Source: an optimization exercise on an open RTL-to-GDS flow (aim: small area, a short achievable clock period and few clock cycles per item). Production flows keep margins and buffers that such runs may drop.
No functional check of the RTL was part of this run.

### flow/run.sh
#!/bin/bash
# synth_recipe.tcl (not shown) runs the flow's synth.tcl, then flattens the netlist and writes it again
# the make line also repeats each setting of config.mk as NAME=value (left out here)
make -C /OpenROAD-flow-scripts/flow DESIGN_CONFIG=/design/flow/config.mk WORK_HOME=/design/flow/orfs CLKGATE_MAP_FILE= SYNTH_SCRIPT=/design/flow/synth_recipe.tcl finish
### flow/config.mk
export PLATFORM = sky130hd
export DESIGN_NAME = FFT
export DESIGN_NICKNAME = FFT
export VERILOG_FILES = /design/flow/design.v
export SDC_FILE = /design/flow/constraint.sdc
export NUM_CORES = 4
export LEC_CHECK = 0
export CAP_MARGIN = 20
export CORE_MARGIN = 2
export CORE_UTILIZATION = 40
export PLACE_DENSITY = 0.6
export SLEW_MARGIN = 20
### flow/constraint.sdc
create_clock -name core_clock -period 12.0 [get_ports {clk}]
set_input_delay 2.4000 -clock core_clock [delete_from_list [all_inputs] [get_ports {clk}]]
set_output_delay 2.4000 -clock core_clock [all_outputs]
set_load 0.01 [all_outputs]
### flow/design.v
module FFT(clk, rst_n, in_valid, din_r, din_i, out_valid, dout_r, dout_i);
input clk;
input rst_n;
input in_valid;
input signed [11:0] din_r;
input signed [11:0] din_i;
output out_valid;
output signed [15:0] dout_r;
output signed [15:0] dout_i;
integer k;
reg run;
reg [6:0] P;
reg ov;
assign out_valid = ov;
always @(posedge clk or negedge rst_n) begin
  if (!rst_n) begin
    run <= 1'b0; P <= 7'd0; ov <= 1'b0;
  end else begin
    if (in_valid) run <= 1'b1;
    if ((run || in_valid) && P != 7'd127) P <= P + 7'd1;
    if (P == 7'd37) ov <= 1'b1;
  end
end
function inr; input [6:0] p; input integer lo, hi; inr = (p >= lo) && (p <= hi); endfunction
wire [6:0] Pn = P + 7'd1;
reg f0_dl, f0_ld, f1_ld, f1_pre, f2_dl, f2_ld, f3_ld, f3_pre;
always @(posedge clk) begin
  f0_dl <= inr(Pn, 18, 25);
  f0_ld <= inr(Pn, 26, 33);
  f1_ld <= inr(Pn, 27, 34);
  f1_pre <= (Pn < 27);
  f2_dl <= inr(Pn, 19, 26);
  f2_ld <= inr(Pn, 27, 34);
  f3_ld <= inr(Pn, 28, 35);
  f3_pre <= (Pn < 28);
end
reg [3:0] idx4; reg [2:0] idx3t, idx3b;
always @(posedge clk) begin
  idx4 <= Pn - 7'd18;
  idx3t <= Pn - 7'd27;
  idx3b <= Pn - 7'd28;
end
reg signed [11:0] xr, xi;
always @(posedge clk) begin xr <= din_r; xi <= din_i; end
reg signed [13:0] r0r [0:7], r0i [0:7];
reg signed [15:0] r1r [0:7], r1i [0:7];
reg signed [15:0] r2r [0:7], r2i [0:7];
reg signed [15:0] r3r [0:7], r3i [0:7];
wire signed [11:0] a4r = r3r[7][11:0], a4i = r3i[7][11:0];
reg signed [12:0] S4r, S4i, D4r, D4i;
always @(posedge clk) begin
  S4r <= a4r + xr; S4i <= a4i + xi;
  D4r <= a4r - xr; D4i <= a4i - xi;
end
wire signed [14:0] t4r, t4i;
fft_tw4 u_tw4(.idx(idx4), .dr(D4r), .di(D4i), .yr(t4r), .yi(t4i));
reg signed [14:0] T4r, T4i;
always @(posedge clk) begin T4r <= t4r; T4i <= t4i; end
wire signed [13:0] s3t_r = r0r[7] + S4r, s3t_i = r0i[7] + S4i;
reg signed [13:0] D3tr, D3ti;
always @(posedge clk) begin D3tr <= r0r[7] - S4r; D3ti <= r0i[7] - S4i; end
wire signed [15:0] t3t_r, t3t_i;
fft_tw3 u_tw3t(.idx(idx3t), .dr({{2{D3tr[13]}},D3tr}), .di({{2{D3ti[13]}},D3ti}), .yr(t3t_r), .yi(t3t_i));
wire signed [15:0] b2r = r2r[7], b2i = r2i[7];
wire signed [15:0] s3b_r = b2r + T4r, s3b_i = b2i + T4i;
reg signed [15:0] D3br, D3bi;
always @(posedge clk) begin D3br <= b2r - T4r; D3bi <= b2i - T4i; end
wire signed [15:0] t3b_r, t3b_i;
fft_tw3 u_tw3b(.idx(idx3b), .dr(D3br), .di(D3bi), .yr(t3b_r), .yi(t3b_i));
always @(posedge clk) begin
  for (k = 1; k < 8; k = k + 1) begin
    r0r[k] <= r0r[k-1]; r0i[k] <= r0i[k-1];
    r1r[k] <= r1r[k-1]; r1i[k] <= r1i[k-1];
    r2r[k] <= r2r[k-1]; r2i[k] <= r2i[k-1];
    r3r[k] <= r3r[k-1]; r3i[k] <= r3i[k-1];
  end
  r0r[0] <= f0_ld ? s3t_r : f0_dl ? {S4r[12],S4r} : r0r[7];
  r0i[0] <= f0_ld ? s3t_i : f0_dl ? {S4i[12],S4i} : r0i[7];
  r1r[0] <= f1_ld ? t3t_r : f1_pre ? {{4{xr[11]}},xr} : r1r[7];
  r1i[0] <= f1_ld ? t3t_i : f1_pre ? {{4{xi[11]}},xi} : r1i[7];
  r2r[0] <= f2_ld ? s3b_r : f2_dl ? {T4r[14],T4r} : r2r[7];
  r2i[0] <= f2_ld ? s3b_i : f2_dl ? {T4i[14],T4i} : r2i[7];
  r3r[0] <= f3_ld ? t3b_r : f3_pre ? r1r[7] : r3r[7];
  r3i[0] <= f3_ld ? t3b_i : f3_pre ? r1i[7] : r3i[7];
end
reg [3:0] qsel; reg c2, c3, c4;   
wire [6:0] kn = Pn - 7'd34;
always @(posedge clk) begin
  case (kn[1:0]) 2'd0: qsel <= 4'b0001; 2'd1: qsel <= 4'b0100; 2'd2: qsel <= 4'b0010; default: qsel <= 4'b1000; endcase
  c2 <= kn[2]; c3 <= kn[3]; c4 <= kn[4];
end
wire signed [15:0] w0r = ({16{qsel[0]}} & {{2{r0r[3][13]}},r0r[3]}) | ({16{qsel[1]}} & r1r[4]) | ({16{qsel[2]}} & r2r[3]) | ({16{qsel[3]}} & r3r[4]);
wire signed [15:0] w0i = ({16{qsel[0]}} & {{2{r0i[3][13]}},r0i[3]}) | ({16{qsel[1]}} & r1i[4]) | ({16{qsel[2]}} & r2i[3]) | ({16{qsel[3]}} & r3i[4]);
wire signed [15:0] w1r = ({16{qsel[0]}} & {{2{r0r[2][13]}},r0r[2]}) | ({16{qsel[1]}} & r1r[3]) | ({16{qsel[2]}} & r2r[2]) | ({16{qsel[3]}} & r3r[3]);
wire signed [15:0] w1i = ({16{qsel[0]}} & {{2{r0i[2][13]}},r0i[2]}) | ({16{qsel[1]}} & r1i[3]) | ({16{qsel[2]}} & r2i[2]) | ({16{qsel[3]}} & r3i[3]);
wire signed [15:0] w2r = ({16{qsel[0]}} & {{2{r0r[1][13]}},r0r[1]}) | ({16{qsel[1]}} & r1r[2]) | ({16{qsel[2]}} & r2r[1]) | ({16{qsel[3]}} & r3r[2]);
wire signed [15:0] w2i = ({16{qsel[0]}} & {{2{r0i[1][13]}},r0i[1]}) | ({16{qsel[1]}} & r1i[2]) | ({16{qsel[2]}} & r2i[1]) | ({16{qsel[3]}} & r3i[2]);
wire signed [15:0] w3r = ({16{qsel[0]}} & {{2{r0r[0][13]}},r0r[0]}) | ({16{qsel[1]}} & r1r[1]) | ({16{qsel[2]}} & r2r[0]) | ({16{qsel[3]}} & r3r[1]);
wire signed [15:0] w3i = ({16{qsel[0]}} & {{2{r0i[0][13]}},r0i[0]}) | ({16{qsel[1]}} & r1i[1]) | ({16{qsel[2]}} & r2i[0]) | ({16{qsel[3]}} & r3i[1]);
wire signed [15:0] w4r = ({16{qsel[0]}} & {{2{r0r[7][13]}},r0r[7]}) | ({16{qsel[1]}} & r1r[0]) | ({16{qsel[2]}} & r2r[7]) | ({16{qsel[3]}} & r3r[0]);
wire signed [15:0] w4i = ({16{qsel[0]}} & {{2{r0i[7][13]}},r0i[7]}) | ({16{qsel[1]}} & r1i[0]) | ({16{qsel[2]}} & r2i[7]) | ({16{qsel[3]}} & r3i[0]);
wire signed [15:0] w5r = ({16{qsel[0]}} & {{2{r0r[6][13]}},r0r[6]}) | ({16{qsel[1]}} & r1r[7]) | ({16{qsel[2]}} & r2r[6]) | ({16{qsel[3]}} & r3r[7]);
wire signed [15:0] w5i = ({16{qsel[0]}} & {{2{r0i[6][13]}},r0i[6]}) | ({16{qsel[1]}} & r1i[7]) | ({16{qsel[2]}} & r2i[6]) | ({16{qsel[3]}} & r3i[7]);
wire signed [15:0] w6r = ({16{qsel[0]}} & {{2{r0r[5][13]}},r0r[5]}) | ({16{qsel[1]}} & r1r[6]) | ({16{qsel[2]}} & r2r[5]) | ({16{qsel[3]}} & r3r[6]);
wire signed [15:0] w6i = ({16{qsel[0]}} & {{2{r0i[5][13]}},r0i[5]}) | ({16{qsel[1]}} & r1i[6]) | ({16{qsel[2]}} & r2i[5]) | ({16{qsel[3]}} & r3i[6]);
wire signed [15:0] w7r = ({16{qsel[0]}} & {{2{r0r[4][13]}},r0r[4]}) | ({16{qsel[1]}} & r1r[5]) | ({16{qsel[2]}} & r2r[4]) | ({16{qsel[3]}} & r3r[5]);
wire signed [15:0] w7i = ({16{qsel[0]}} & {{2{r0i[4][13]}},r0i[4]}) | ({16{qsel[1]}} & r1i[5]) | ({16{qsel[2]}} & r2i[4]) | ({16{qsel[3]}} & r3i[5]);
function signed [15:0] addsub; input signed [15:0] a, b; input sub;
  addsub = a + (sub ? ~b : b) + {15'd0, sub};
endfunction
reg signed [15:0] U0r, U0i, U2r, U2i, E1r, E1i, E3r, E3i;
reg d2, d3, d4;
always @(posedge clk) begin
  U0r <= addsub(w0r, w4r, c2); U0i <= addsub(w0i, w4i, c2);
  U2r <= c2 ? w2i - w6i : w2r + w6r;
  U2i <= c2 ? w6r - w2r : w2i + w6i;
  E1r <= addsub(w1r, w5r, c2); E1i <= addsub(w1i, w5i, c2);
  E3r <= addsub(w3r, w7r, c2); E3i <= addsub(w3i, w7i, c2);
  d2 <= c2; d3 <= c3; d4 <= c4;
end
function signed [15:0] f2; input signed [15:0] x;
  f2 = x - (x >>> 2) - (x >>> 4) + (x >>> 6) + (x >>> 8);
endfunction
function signed [15:0] g2; input signed [15:0] x;
  g2 = - (x >>> 1) - (x >>> 2) + (x >>> 4) - (x >>> 6) - (x >>> 8);
endfunction
wire signed [15:0] f1r = f2(E1r), f1i = f2(E1i), f3r = f2(E3r), f3i = f2(E3i), g3r = g2(E3r);
reg signed [15:0] V0r, V0i, V2r, V2i, U1r, U1i, U3r, U3i;
reg e3, e4;
always @(posedge clk) begin
  V0r <= U0r; V0i <= U0i; V2r <= U2r; V2i <= U2i;
  U1r <= d2 ? f1r + f1i : E1r;
  U1i <= d2 ? f1i - f1r : E1i;
  U3r <= d2 ? f3i - f3r : E3r;
  U3i <= d2 ? g3r - f3i : E3i;
  e3 <= d3; e4 <= d4;
end
reg signed [15:0] Y0r, Y0i, Y1r, Y1i;
reg g4;
always @(posedge clk) begin
  Y0r <= addsub(V0r, V2r, e3); Y0i <= addsub(V0i, V2i, e3);
  Y1r <= e3 ? U1i - U3i : U1r + U3r;
  Y1i <= e3 ? U3r - U1r : U1i + U3i;
  g4 <= e4;
end
reg signed [15:0] Xr, Xi;
always @(posedge clk) begin
  Xr <= addsub(Y0r, Y1r, g4); Xi <= addsub(Y0i, Y1i, g4);
end
assign dout_r = Xr;
assign dout_i = Xi;
endmodule
module fft_tw4(input [3:0] idx, input signed [12:0] dr, input signed [12:0] di, output signed [14:0] yr, output signed [14:0] yi);
  wire signed [14:0] xr = dr; wire signed [14:0] xi = di;
  wire en_yr_i0 = (idx==4||idx==5||idx==6||idx==7||idx==8||idx==9||idx==10||idx==11||idx==12); wire ng_yr_i0 = 1'b0;
  wire signed [14:0] sh_yr_i0 = xi >>> 0;
  wire [14:0] t_yr_i0 = (sh_yr_i0 & {15{en_yr_i0}}) ^ {15{ng_yr_i0}};
  wire en_yr_i1 = (idx==2||idx==3||idx==13||idx==14); wire ng_yr_i1 = 1'b0;
  wire signed [14:0] sh_yr_i1 = xi >>> 1;
  wire [14:0] t_yr_i1 = (sh_yr_i1 & {15{en_yr_i1}}) ^ {15{ng_yr_i1}};
  wire en_yr_i2 = (idx==1||idx==4||idx==5||idx==11||idx==12||idx==15); wire ng_yr_i2 = (idx==4||idx==5||idx==11||idx==12);
  wire signed [14:0] sh_yr_i2 = xi >>> 2;
  wire [14:0] t_yr_i2 = (sh_yr_i2 & {15{en_yr_i2}}) ^ {15{ng_yr_i2}};
  wire en_yr_i3 = (idx==2||idx==14); wire ng_yr_i3 = (idx==2||idx==14);
  wire signed [14:0] sh_yr_i3 = xi >>> 3;
  wire [14:0] t_yr_i3 = (sh_yr_i3 & {15{en_yr_i3}}) ^ {15{ng_yr_i3}};
  wire en_yr_i4 = (idx==1||idx==3||idx==4||idx==5||idx==6||idx==10||idx==11||idx==12||idx==13||idx==15); wire ng_yr_i4 = (idx==1||idx==4||idx==6||idx==10||idx==12||idx==15);
  wire signed [14:0] sh_yr_i4 = xi >>> 4;
  wire [14:0] t_yr_i4 = (sh_yr_i4 & {15{en_yr_i4}}) ^ {15{ng_yr_i4}};
  wire en_yr_i5 = (idx==7||idx==9); wire ng_yr_i5 = (idx==7||idx==9);
  wire signed [14:0] sh_yr_i5 = xi >>> 5;
  wire [14:0] t_yr_i5 = (sh_yr_i5 & {15{en_yr_i5}}) ^ {15{ng_yr_i5}};
  wire en_yr_i6 = (idx==3||idx==4||idx==6||idx==10||idx==11||idx==12||idx==13); wire ng_yr_i6 = (idx==3||idx==6||idx==10||idx==13);
  wire signed [14:0] sh_yr_i6 = xi >>> 6;
  wire [14:0] t_yr_i6 = (sh_yr_i6 & {15{en_yr_i6}}) ^ {15{ng_yr_i6}};
  wire en_yr_r0 = (idx==0||idx==1||idx==2||idx==3||idx==4||idx==12||idx==13||idx==14||idx==15); wire ng_yr_r0 = (idx==12||idx==13||idx==14||idx==15);
  wire signed [14:0] sh_yr_r0 = xr >>> 0;
  wire [14:0] t_yr_r0 = (sh_yr_r0 & {15{en_yr_r0}}) ^ {15{ng_yr_r0}};
  wire en_yr_r1 = (idx==5||idx==6||idx==10||idx==11); wire ng_yr_r1 = (idx==10||idx==11);
  wire signed [14:0] sh_yr_r1 = xr >>> 1;
  wire [14:0] t_yr_r1 = (sh_yr_r1 & {15{en_yr_r1}}) ^ {15{ng_yr_r1}};
  wire en_yr_r2 = (idx==3||idx==4||idx==7||idx==9||idx==12||idx==13); wire ng_yr_r2 = (idx==3||idx==4||idx==9);
  wire signed [14:0] sh_yr_r2 = xr >>> 2;
  wire [14:0] t_yr_r2 = (sh_yr_r2 & {15{en_yr_r2}}) ^ {15{ng_yr_r2}};
  wire en_yr_r3 = (idx==6||idx==10); wire ng_yr_r3 = (idx==6);
  wire signed [14:0] sh_yr_r3 = xr >>> 3;
  wire [14:0] t_yr_r3 = (sh_yr_r3 & {15{en_yr_r3}}) ^ {15{ng_yr_r3}};
  wire en_yr_r4 = (idx==2||idx==3||idx==4||idx==5||idx==7||idx==9||idx==11||idx==12||idx==13||idx==14); wire ng_yr_r4 = (idx==2||idx==4||idx==7||idx==11||idx==13);
  wire signed [14:0] sh_yr_r4 = xr >>> 4;
  wire [14:0] t_yr_r4 = (sh_yr_r4 & {15{en_yr_r4}}) ^ {15{ng_yr_r4}};
  wire en_yr_r5 = (idx==15); wire ng_yr_r5 = 1'b0;
  wire signed [14:0] sh_yr_r5 = xr >>> 5;
  wire [14:0] t_yr_r5 = (sh_yr_r5 & {15{en_yr_r5}}) ^ {15{ng_yr_r5}};
  wire en_yr_r6 = (idx==1||idx==2||idx==3||idx==4||idx==5||idx==11||idx==12||idx==13||idx==14); wire ng_yr_r6 = (idx==1||idx==2||idx==5||idx==12||idx==13);
  wire signed [14:0] sh_yr_r6 = xr >>> 6;
  wire [14:0] t_yr_r6 = (sh_yr_r6 & {15{en_yr_r6}}) ^ {15{ng_yr_r6}};
  reg [2:0] k_yr;
  always @(*) case(idx)
    0: k_yr = 0;
    1: k_yr = 2;
    2: k_yr = 3;
    3: k_yr = 2;
    4: k_yr = 4;
    5: k_yr = 2;
    6: k_yr = 3;
    7: k_yr = 2;
    8: k_yr = 0;
    9: k_yr = 2;
    10: k_yr = 3;
    11: k_yr = 3;
    12: k_yr = 4;
    13: k_yr = 4;
    14: k_yr = 2;
    15: k_yr = 2;
    default: k_yr = 0;
  endcase
  assign yr = t_yr_i0 + t_yr_i1 + t_yr_i2 + t_yr_i3 + t_yr_i4 + t_yr_i5 + t_yr_i6 + t_yr_r0 + t_yr_r1 + t_yr_r2 + t_yr_r3 + t_yr_r4 + t_yr_r5 + t_yr_r6 + k_yr;
  wire en_yi_i0 = (idx==0||idx==1||idx==2||idx==3||idx==4||idx==12||idx==13||idx==14||idx==15); wire ng_yi_i0 = (idx==12||idx==13||idx==14||idx==15);
  wire signed [14:0] sh_yi_i0 = xi >>> 0;
  wire [14:0] t_yi_i0 = (sh_yi_i0 & {15{en_yi_i0}}) ^ {15{ng_yi_i0}};
  wire en_yi_i1 = (idx==5||idx==6||idx==10||idx==11); wire ng_yi_i1 = (idx==10||idx==11);
  wire signed [14:0] sh_yi_i1 = xi >>> 1;
  wire [14:0] t_yi_i1 = (sh_yi_i1 & {15{en_yi_i1}}) ^ {15{ng_yi_i1}};
  wire en_yi_i2 = (idx==3||idx==4||idx==7||idx==9||idx==12||idx==13); wire ng_yi_i2 = (idx==3||idx==4||idx==9);
  wire signed [14:0] sh_yi_i2 = xi >>> 2;
  wire [14:0] t_yi_i2 = (sh_yi_i2 & {15{en_yi_i2}}) ^ {15{ng_yi_i2}};
  wire en_yi_i3 = (idx==6||idx==10); wire ng_yi_i3 = (idx==6);
  wire signed [14:0] sh_yi_i3 = xi >>> 3;
  wire [14:0] t_yi_i3 = (sh_yi_i3 & {15{en_yi_i3}}) ^ {15{ng_yi_i3}};
  wire en_yi_i4 = (idx==2||idx==3||idx==4||idx==5||idx==7||idx==9||idx==11||idx==12||idx==13||idx==14); wire ng_yi_i4 = (idx==2||idx==4||idx==7||idx==11||idx==13);
  wire signed [14:0] sh_yi_i4 = xi >>> 4;
  wire [14:0] t_yi_i4 = (sh_yi_i4 & {15{en_yi_i4}}) ^ {15{ng_yi_i4}};
  wire en_yi_i5 = (idx==15); wire ng_yi_i5 = 1'b0;
  wire signed [14:0] sh_yi_i5 = xi >>> 5;
  wire [14:0] t_yi_i5 = (sh_yi_i5 & {15{en_yi_i5}}) ^ {15{ng_yi_i5}};
  wire en_yi_i6 = (idx==1||idx==2||idx==3||idx==4||idx==11||idx==12||idx==13||idx==14); wire ng_yi_i6 = (idx==1||idx==2||idx==12||idx==13);
  wire signed [14:0] sh_yi_i6 = xi >>> 6;
  wire [14:0] t_yi_i6 = (sh_yi_i6 & {15{en_yi_i6}}) ^ {15{ng_yi_i6}};
  wire en_yi_r0 = (idx==4||idx==5||idx==6||idx==7||idx==8||idx==9||idx==10||idx==11); wire ng_yi_r0 = (idx==4||idx==5||idx==6||idx==7||idx==8||idx==9||idx==10||idx==11);
  wire signed [14:0] sh_yi_r0 = xr >>> 0;
  wire [14:0] t_yi_r0 = (sh_yi_r0 & {15{en_yi_r0}}) ^ {15{ng_yi_r0}};
  wire en_yi_r1 = (idx==2||idx==3||idx==12||idx==13||idx==14); wire ng_yi_r1 = (idx==2||idx==3||idx==12||idx==13||idx==14);
  wire signed [14:0] sh_yi_r1 = xr >>> 1;
  wire [14:0] t_yi_r1 = (sh_yi_r1 & {15{en_yi_r1}}) ^ {15{ng_yi_r1}};
  wire en_yi_r2 = (idx==1||idx==4||idx==5||idx==11||idx==12||idx==15); wire ng_yi_r2 = (idx==1||idx==12||idx==15);
  wire signed [14:0] sh_yi_r2 = xr >>> 2;
  wire [14:0] t_yi_r2 = (sh_yi_r2 & {15{en_yi_r2}}) ^ {15{ng_yi_r2}};
  wire en_yi_r3 = (idx==2||idx==14); wire ng_yi_r3 = 1'b0;
  wire signed [14:0] sh_yi_r3 = xr >>> 3;
  wire [14:0] t_yi_r3 = (sh_yi_r3 & {15{en_yi_r3}}) ^ {15{ng_yi_r3}};
  wire en_yi_r4 = (idx==1||idx==3||idx==4||idx==5||idx==6||idx==10||idx==11||idx==12||idx==13||idx==15); wire ng_yi_r4 = (idx==3||idx==5||idx==11||idx==13);
  wire signed [14:0] sh_yi_r4 = xr >>> 4;
  wire [14:0] t_yi_r4 = (sh_yi_r4 & {15{en_yi_r4}}) ^ {15{ng_yi_r4}};
  wire en_yi_r5 = (idx==7||idx==9); wire ng_yi_r5 = 1'b0;
  wire signed [14:0] sh_yi_r5 = xr >>> 5;
  wire [14:0] t_yi_r5 = (sh_yi_r5 & {15{en_yi_r5}}) ^ {15{ng_yi_r5}};
  wire en_yi_r6 = (idx==3||idx==4||idx==5||idx==6||idx==10||idx==11||idx==12||idx==13); wire ng_yi_r6 = (idx==4||idx==5||idx==11||idx==12);
  wire signed [14:0] sh_yi_r6 = xr >>> 6;
  wire [14:0] t_yi_r6 = (sh_yi_r6 & {15{en_yi_r6}}) ^ {15{ng_yi_r6}};
  reg [2:0] k_yi;
  always @(*) case(idx)
    0: k_yi = 0;
    1: k_yi = 2;
    2: k_yi = 3;
    3: k_yi = 3;
    4: k_yi = 4;
    5: k_yi = 3;
    6: k_yi = 2;
    7: k_yi = 2;
    8: k_yi = 1;
    9: k_yi = 2;
    10: k_yi = 2;
    11: k_yi = 5;
    12: k_yi = 5;
    13: k_yi = 5;
    14: k_yi = 2;
    15: k_yi = 2;
    default: k_yi = 0;
  endcase
  assign yi = t_yi_i0 + t_yi_i1 + t_yi_i2 + t_yi_i3 + t_yi_i4 + t_yi_i5 + t_yi_i6 + t_yi_r0 + t_yi_r1 + t_yi_r2 + t_yi_r3 + t_yi_r4 + t_yi_r5 + t_yi_r6 + k_yi;
endmodule
module fft_tw3(input [2:0] idx, input signed [15:0] dr, input signed [15:0] di, output signed [15:0] yr, output signed [15:0] yi);
  wire signed [15:0] xr = dr; wire signed [15:0] xi = di;
  wire en_yr_i0 = (idx==2||idx==3||idx==4||idx==5||idx==6); wire ng_yr_i0 = 1'b0;
  wire signed [15:0] sh_yr_i0 = xi >>> 0;
  wire [15:0] t_yr_i0 = (sh_yr_i0 & {16{en_yr_i0}}) ^ {16{ng_yr_i0}};
  wire en_yr_i1 = (idx==1||idx==7); wire ng_yr_i1 = 1'b0;
  wire signed [15:0] sh_yr_i1 = xi >>> 1;
  wire [15:0] t_yr_i1 = (sh_yr_i1 & {16{en_yr_i1}}) ^ {16{ng_yr_i1}};
  wire en_yr_i2 = (idx==2||idx==6); wire ng_yr_i2 = (idx==2||idx==6);
  wire signed [15:0] sh_yr_i2 = xi >>> 2;
  wire [15:0] t_yr_i2 = (sh_yr_i2 & {16{en_yr_i2}}) ^ {16{ng_yr_i2}};
  wire en_yr_i3 = (idx==1||idx==7); wire ng_yr_i3 = (idx==1||idx==7);
  wire signed [15:0] sh_yr_i3 = xi >>> 3;
  wire [15:0] t_yr_i3 = (sh_yr_i3 & {16{en_yr_i3}}) ^ {16{ng_yr_i3}};
  wire en_yr_i4 = (idx==2||idx==3||idx==5||idx==6); wire ng_yr_i4 = (idx==2||idx==3||idx==5||idx==6);
  wire signed [15:0] sh_yr_i4 = xi >>> 4;
  wire [15:0] t_yr_i4 = (sh_yr_i4 & {16{en_yr_i4}}) ^ {16{ng_yr_i4}};
  wire en_yr_i6 = (idx==2||idx==3||idx==5||idx==6); wire ng_yr_i6 = (idx==3||idx==5);
  wire signed [15:0] sh_yr_i6 = xi >>> 6;
  wire [15:0] t_yr_i6 = (sh_yr_i6 & {16{en_yr_i6}}) ^ {16{ng_yr_i6}};
  wire en_yr_r0 = (idx==0||idx==1||idx==2||idx==6||idx==7); wire ng_yr_r0 = (idx==6||idx==7);
  wire signed [15:0] sh_yr_r0 = xr >>> 0;
  wire [15:0] t_yr_r0 = (sh_yr_r0 & {16{en_yr_r0}}) ^ {16{ng_yr_r0}};
  wire en_yr_r1 = (idx==3||idx==5); wire ng_yr_r1 = (idx==5);
  wire signed [15:0] sh_yr_r1 = xr >>> 1;
  wire [15:0] t_yr_r1 = (sh_yr_r1 & {16{en_yr_r1}}) ^ {16{ng_yr_r1}};
  wire en_yr_r2 = (idx==2||idx==6); wire ng_yr_r2 = (idx==2);
  wire signed [15:0] sh_yr_r2 = xr >>> 2;
  wire [15:0] t_yr_r2 = (sh_yr_r2 & {16{en_yr_r2}}) ^ {16{ng_yr_r2}};
  wire en_yr_r3 = (idx==3||idx==5); wire ng_yr_r3 = (idx==3);
  wire signed [15:0] sh_yr_r3 = xr >>> 3;
  wire [15:0] t_yr_r3 = (sh_yr_r3 & {16{en_yr_r3}}) ^ {16{ng_yr_r3}};
  wire en_yr_r4 = (idx==1||idx==2||idx==6||idx==7); wire ng_yr_r4 = (idx==1||idx==2);
  wire signed [15:0] sh_yr_r4 = xr >>> 4;
  wire [15:0] t_yr_r4 = (sh_yr_r4 & {16{en_yr_r4}}) ^ {16{ng_yr_r4}};
  wire en_yr_r6 = (idx==1||idx==2||idx==6||idx==7); wire ng_yr_r6 = (idx==1||idx==6);
  wire signed [15:0] sh_yr_r6 = xr >>> 6;
  wire [15:0] t_yr_r6 = (sh_yr_r6 & {16{en_yr_r6}}) ^ {16{ng_yr_r6}};
  reg [2:0] k_yr;
  always @(*) case(idx)
    0: k_yr = 0;
    1: k_yr = 3;
    2: k_yr = 4;
    3: k_yr = 3;
    4: k_yr = 0;
    5: k_yr = 3;
    6: k_yr = 4;
    7: k_yr = 2;
    default: k_yr = 0;
  endcase
  assign yr = t_yr_i0 + t_yr_i1 + t_yr_i2 + t_yr_i3 + t_yr_i4 + t_yr_i6 + t_yr_r0 + t_yr_r1 + t_yr_r2 + t_yr_r3 + t_yr_r4 + t_yr_r6 + k_yr;
  wire en_yi_i0 = (idx==0||idx==1||idx==2||idx==6||idx==7); wire ng_yi_i0 = (idx==6||idx==7);
  wire signed [15:0] sh_yi_i0 = xi >>> 0;
  wire [15:0] t_yi_i0 = (sh_yi_i0 & {16{en_yi_i0}}) ^ {16{ng_yi_i0}};
  wire en_yi_i1 = (idx==3||idx==5); wire ng_yi_i1 = (idx==5);
  wire signed [15:0] sh_yi_i1 = xi >>> 1;
  wire [15:0] t_yi_i1 = (sh_yi_i1 & {16{en_yi_i1}}) ^ {16{ng_yi_i1}};
  wire en_yi_i2 = (idx==2||idx==6); wire ng_yi_i2 = (idx==2);
  wire signed [15:0] sh_yi_i2 = xi >>> 2;
  wire [15:0] t_yi_i2 = (sh_yi_i2 & {16{en_yi_i2}}) ^ {16{ng_yi_i2}};
  wire en_yi_i3 = (idx==3||idx==5); wire ng_yi_i3 = (idx==3);
  wire signed [15:0] sh_yi_i3 = xi >>> 3;
  wire [15:0] t_yi_i3 = (sh_yi_i3 & {16{en_yi_i3}}) ^ {16{ng_yi_i3}};
  wire en_yi_i4 = (idx==1||idx==2||idx==6||idx==7); wire ng_yi_i4 = (idx==1||idx==2);
  wire signed [15:0] sh_yi_i4 = xi >>> 4;
  wire [15:0] t_yi_i4 = (sh_yi_i4 & {16{en_yi_i4}}) ^ {16{ng_yi_i4}};
  wire en_yi_i6 = (idx==1||idx==2||idx==6||idx==7); wire ng_yi_i6 = (idx==1||idx==6);
  wire signed [15:0] sh_yi_i6 = xi >>> 6;
  wire [15:0] t_yi_i6 = (sh_yi_i6 & {16{en_yi_i6}}) ^ {16{ng_yi_i6}};
  wire en_yi_r0 = (idx==2||idx==3||idx==4||idx==5); wire ng_yi_r0 = (idx==2||idx==3||idx==4||idx==5);
  wire signed [15:0] sh_yi_r0 = xr >>> 0;
  wire [15:0] t_yi_r0 = (sh_yi_r0 & {16{en_yi_r0}}) ^ {16{ng_yi_r0}};
  wire en_yi_r1 = (idx==1||idx==6||idx==7); wire ng_yi_r1 = (idx==1||idx==6||idx==7);
  wire signed [15:0] sh_yi_r1 = xr >>> 1;
  wire [15:0] t_yi_r1 = (sh_yi_r1 & {16{en_yi_r1}}) ^ {16{ng_yi_r1}};
  wire en_yi_r2 = (idx==2||idx==6); wire ng_yi_r2 = (idx==6);
  wire signed [15:0] sh_yi_r2 = xr >>> 2;
  wire [15:0] t_yi_r2 = (sh_yi_r2 & {16{en_yi_r2}}) ^ {16{ng_yi_r2}};
  wire en_yi_r3 = (idx==1||idx==7); wire ng_yi_r3 = 1'b0;
  wire signed [15:0] sh_yi_r3 = xr >>> 3;
  wire [15:0] t_yi_r3 = (sh_yi_r3 & {16{en_yi_r3}}) ^ {16{ng_yi_r3}};
  wire en_yi_r4 = (idx==2||idx==3||idx==5||idx==6); wire ng_yi_r4 = 1'b0;
  wire signed [15:0] sh_yi_r4 = xr >>> 4;
  wire [15:0] t_yi_r4 = (sh_yi_r4 & {16{en_yi_r4}}) ^ {16{ng_yi_r4}};
  wire en_yi_r6 = (idx==2||idx==3||idx==5||idx==6); wire ng_yi_r6 = (idx==2||idx==6);
  wire signed [15:0] sh_yi_r6 = xr >>> 6;
  wire [15:0] t_yi_r6 = (sh_yi_r6 & {16{en_yi_r6}}) ^ {16{ng_yi_r6}};
  reg [2:0] k_yi;
  always @(*) case(idx)
    0: k_yi = 0;
    1: k_yi = 3;
    2: k_yi = 4;
    3: k_yi = 2;
    4: k_yi = 1;
    5: k_yi = 2;
    6: k_yi = 5;
    7: k_yi = 2;
    default: k_yi = 0;
  endcase
  assign yi = t_yi_i0 + t_yi_i1 + t_yi_i2 + t_yi_i3 + t_yi_i4 + t_yi_i6 + t_yi_r0 + t_yi_r1 + t_yi_r2 + t_yi_r3 + t_yi_r4 + t_yi_r6 + k_yi;
endmodule
==> metrics.csv <==
stage,metric,value,unit
run_status,status,timing/DRC/antenna clean,
setup_path,critPathMaxFanout,59,
route,drt_wl_total,312000,µm
timing,setup_viol,0,
yosys,syn_avg_cell_area,9.48,µm²
grt,grt_busiest_layer,met2,
grt,grt_util_met2,0.381,
grt,grt_pass1_wl,472000,µm
yosys,synth-seq-cells,1554,
yosys,synthesis.nets,12500,
cells_and_area,finish.utilization,0.440,
placed_design,port_buffers,59,
grt,antenna_found_initial,32,
yosys,synth_top_area_share,0.303,
timing,fin_setup_tns,0,ns
yosys,synth_seq_area_share,0.306,
timing,skew,0.0931,ns
cts,tritoncts,done,
route,viasPerCell,5.33,
cts,max-clock-path-buffers,3,
setup_path,cp_num_buf_inv,2,
yosys,yosys.cell_types.count,87,
cells_and_area,nFillCells,24300,
setup_path,startpoint_type,register,
setup_path,slowest_stage,dfxtp_2,
setup_path,critical_path.most_common_cell,fa_1,
timing,holdWs,0.280,ns
yosys,synth_area_leaders,"dfxtp_1 30%, fa_1 21%, ha_1 8.3%, xnor2_1 5.1%, inv_1 4.8%",
yosys,yosysWarnings,11,
floorplanning,fp.dieW,509,µm
cells_and_area,syn2layout_area_growth,9.44,%
timing,finalCritPeriodShare,0.738,
floorplanning,core,0.254,mm²
yosys,synth_async_sr_flop_share,0.00579,
cts,cts_root_buf,clkbuf_16,
cts,clkTransAtPathRegs,0.07,ns
yosys,synth_top_cell_by_area,dfxtp_1,
setup_path,crit_type,reg2reg,
placed_design,gp_congestion,0.946,
route,final_antenna_net_count,0,
floorplanning,pin_count,60,
floorplanning,die_y,509,µm
cts,cts_setup_buffers,0,
yosys,synth_edf_count,0,
setup_path,crit_family,adder cells,
timing,worst_slew_pin_slew,1.24,ns
cells_and_area,drive_above_1_share,0.0497,
timing,slew_viol_final,0,
cts,cts_num_sinks,1554,
floorplanning,fp.dieArea,0.259,mm²
placed_design,dp_hpwl,247000,µm
floorplanning,start_util,0.402,
yosys,post_synth_inst_count,10800,
grt,grt_pass1_vias,76100,
yosys,synthMostInstantiatedCell,dfxtp_1,
setup_path,cp.required,12.74,ns
timing,fmax,113,MHz
floorplanning,std_cell_rows,185,
route,drt_iter0_drc,6561,
setup_path,regToRegSetupSlack,3.15,ns
cts,cts_resized,0,
cts,htreeDepth,4,
yosys,netlist_area,0.102,mm²
grt,grt_max_degree,134,
setup_path,critPathMaxStageDelay,0.99,ns
timing,rsz0062_at_grt,false,
job,cap_violations,0,
yosys,synthTopCellsByCount,"1545 x dfxtp_1, 1317 x inv_1, 1076 x fa_1",
cts,insertion_delay,0.87,ns
grt,met3_usage,0.0286,
setup_path,end_kind,register,
hold_path,min_path_type,reg2reg,
cells_and_area,nets,12300,
grt,gr-usage-all-layers,0.240,
timing,min_period,8.85,ns
route,firstDrtPassIters,6,
route,post-route-drc-count,0,
setup_path,arrival,9.59,ns
route,via_count,75100,
timing,finalHoldViolCount,0,
yosys,dominantRegCellSynth,dfxtp_1,
route,post_drt_wl_per_cell,22.2,µm
grt,grtUsageMet1,0.324,
cts,cts_hold_buf,0,
timing,relSlewSlack,0.168,
cts,cts_made_buffers,168,
grt,grt_overflow_total,0,
metrics by stage:
stage | setup WS [ns] | cells | area (µm²)
final | 3.15 | 14100 | 112000
after global routing | 2.61 | 14100 | 112000
after CTS | 2.92 | 14100 | 112000
after detailed placement | 2.96 | 13800 | 106000
after global placement | 3.22 | 13800 | 106000
after floorplan | 4.85 | 10800 | 102000
path summary, 6_finish.rpt:
| path | endpoint | startpoint | cells after the start |
|---|---|---|---|
| setup / recovery | T4i[14] | c3 | 26 |
| hold / removal | r2r[5][12] | r2r[4][12] | 0 |
| setup reg to reg | T4i[14] | c3 | 26 |
| hold reg to reg | r2r[5][12] | r2r[4][12] | 0 |
| max in group asynchronous | P[5] | rst_n | 1 |
| min in group asynchronous | run | rst_n | 1 |
kinds of logic after synthesis:
logic type	synth area share
compound gates	0.136
xor+xnor	0.0765
fa+ha+maj	0.294
buf+inv	0.0676
flops	0.306
mux	0.0123
simple gates	0.108
layout make-up:
cell class	instances	area (µm²)	share of cell area
antenna	25	62.6	0.000561
clock buffer	224	4770	0.0428
clock inverter	84	1170	0.0105
inverter	1318	4950	0.0443
multi-input combinational	7384	64000	0.573
sequential	1554	31200	0.280
tap	3366	4210	0.0377
timing repair buffer	140	1250	0.0112
per-layer routing:
| layer | routed length (µm) | vias to the layer above |
|---|---|---|
| met5 | 112 | - |
| met4 | 17300 | 14 |
| met3 | 18400 | 539 |
| met2 | 141000 | 2576 |
| met1 | 135000 | 37200 |
| li1 | - | 34700 |
state kept, by name, indices dropped and copies added (netlist names), 112 cells and up:
name and cells:
r3r 128, r1i 128, r2i 128, r0i 112, r3i 128, r2r 128, r0r 112, r1r 128
cell usage in the layout (no fill, tap or decap), types with 36 or more instances in the layout:
cell type        synthesis  final
nand2b_1               131    131
dfxtp_1               1545   1527
nand2_1                962    961
o21ai_0                532    530
inv_1                 1317   1316
and2_1                  62     62
and3_1                  67     67
or2_2                   68     68
nor2_1                 695    692
nor3_1                 127    127
nand3_1                119    119
buf_4                    1     76
xor2_1                 299    299
o21bai_1               104    103
a221oi_1                80     80
xnor2_1                588    587
a22o_1                  78     78
ha_1                   676    676
a21oi_1                595    591
a21o_1                  69     69
mux2i_1                104    104
a211oi_1                70     70
clkdlybuf4s50_1          0     59
or3_1                   44     44
clkbuf_8                 0     36
nor2b_1                104    104
clkbuf_16                0    168
a22oi_1                318    318
fa_1                  1076   1076
worst register-to-register path, cell delays in order (launching register included):
cell	delay [ns]
dfxtp_2	0.99
nand2b_1	0.36
nor2_1	0.09
a21oi_2	0.56
nor2b_1	0.10
buf_4	0.22
or3_1	0.68
nand2_1	0.23
xor2_1	0.21
fa_1	0.46
fa_1	0.50
inv_1	0.05
fa_1	0.48
fa_1	0.57
fa_1	0.44
fa_1	0.50
ha_1	0.31
a21o_1	0.19
a21oi_1	0.22
o21bai_1	0.09
a21oi_1	0.22
o21bai_1	0.12
a211o_1	0.33
a2111oi_2	0.37
o31ai_1	0.13
a21oi_1	0.21
xor2_1	0.16

static timing again, ports no longer ideal:
In the flow no input, the clock included, has a driving cell. The finished layout below was timed again as built, in two steps.
Step 1, drivers: a clkbuf_16 drives clk and a buf_2 each remaining input, both assumed.
Step 2 adds t to the input delays and takes it off the output delays; t is the mean of the earliest and latest rising clock arrival at the registers after step 1. Input paths then give back, and output paths get back, about the clock's delay inside the block.
Three values: ideal ports, drivers, drivers and shift; two values: the first two.
shift t [ns]: 0.906
setup WS [ns]: 3.150 / 3.150 / 3.150
worst setup path after step 2: register to register
cell pins on the clock port's net: 1
After both steps setup and hold are still met in this run. For this run, drivers alone change the setup slack by 0.000 ns; drivers and shift together by 0.000 ns.
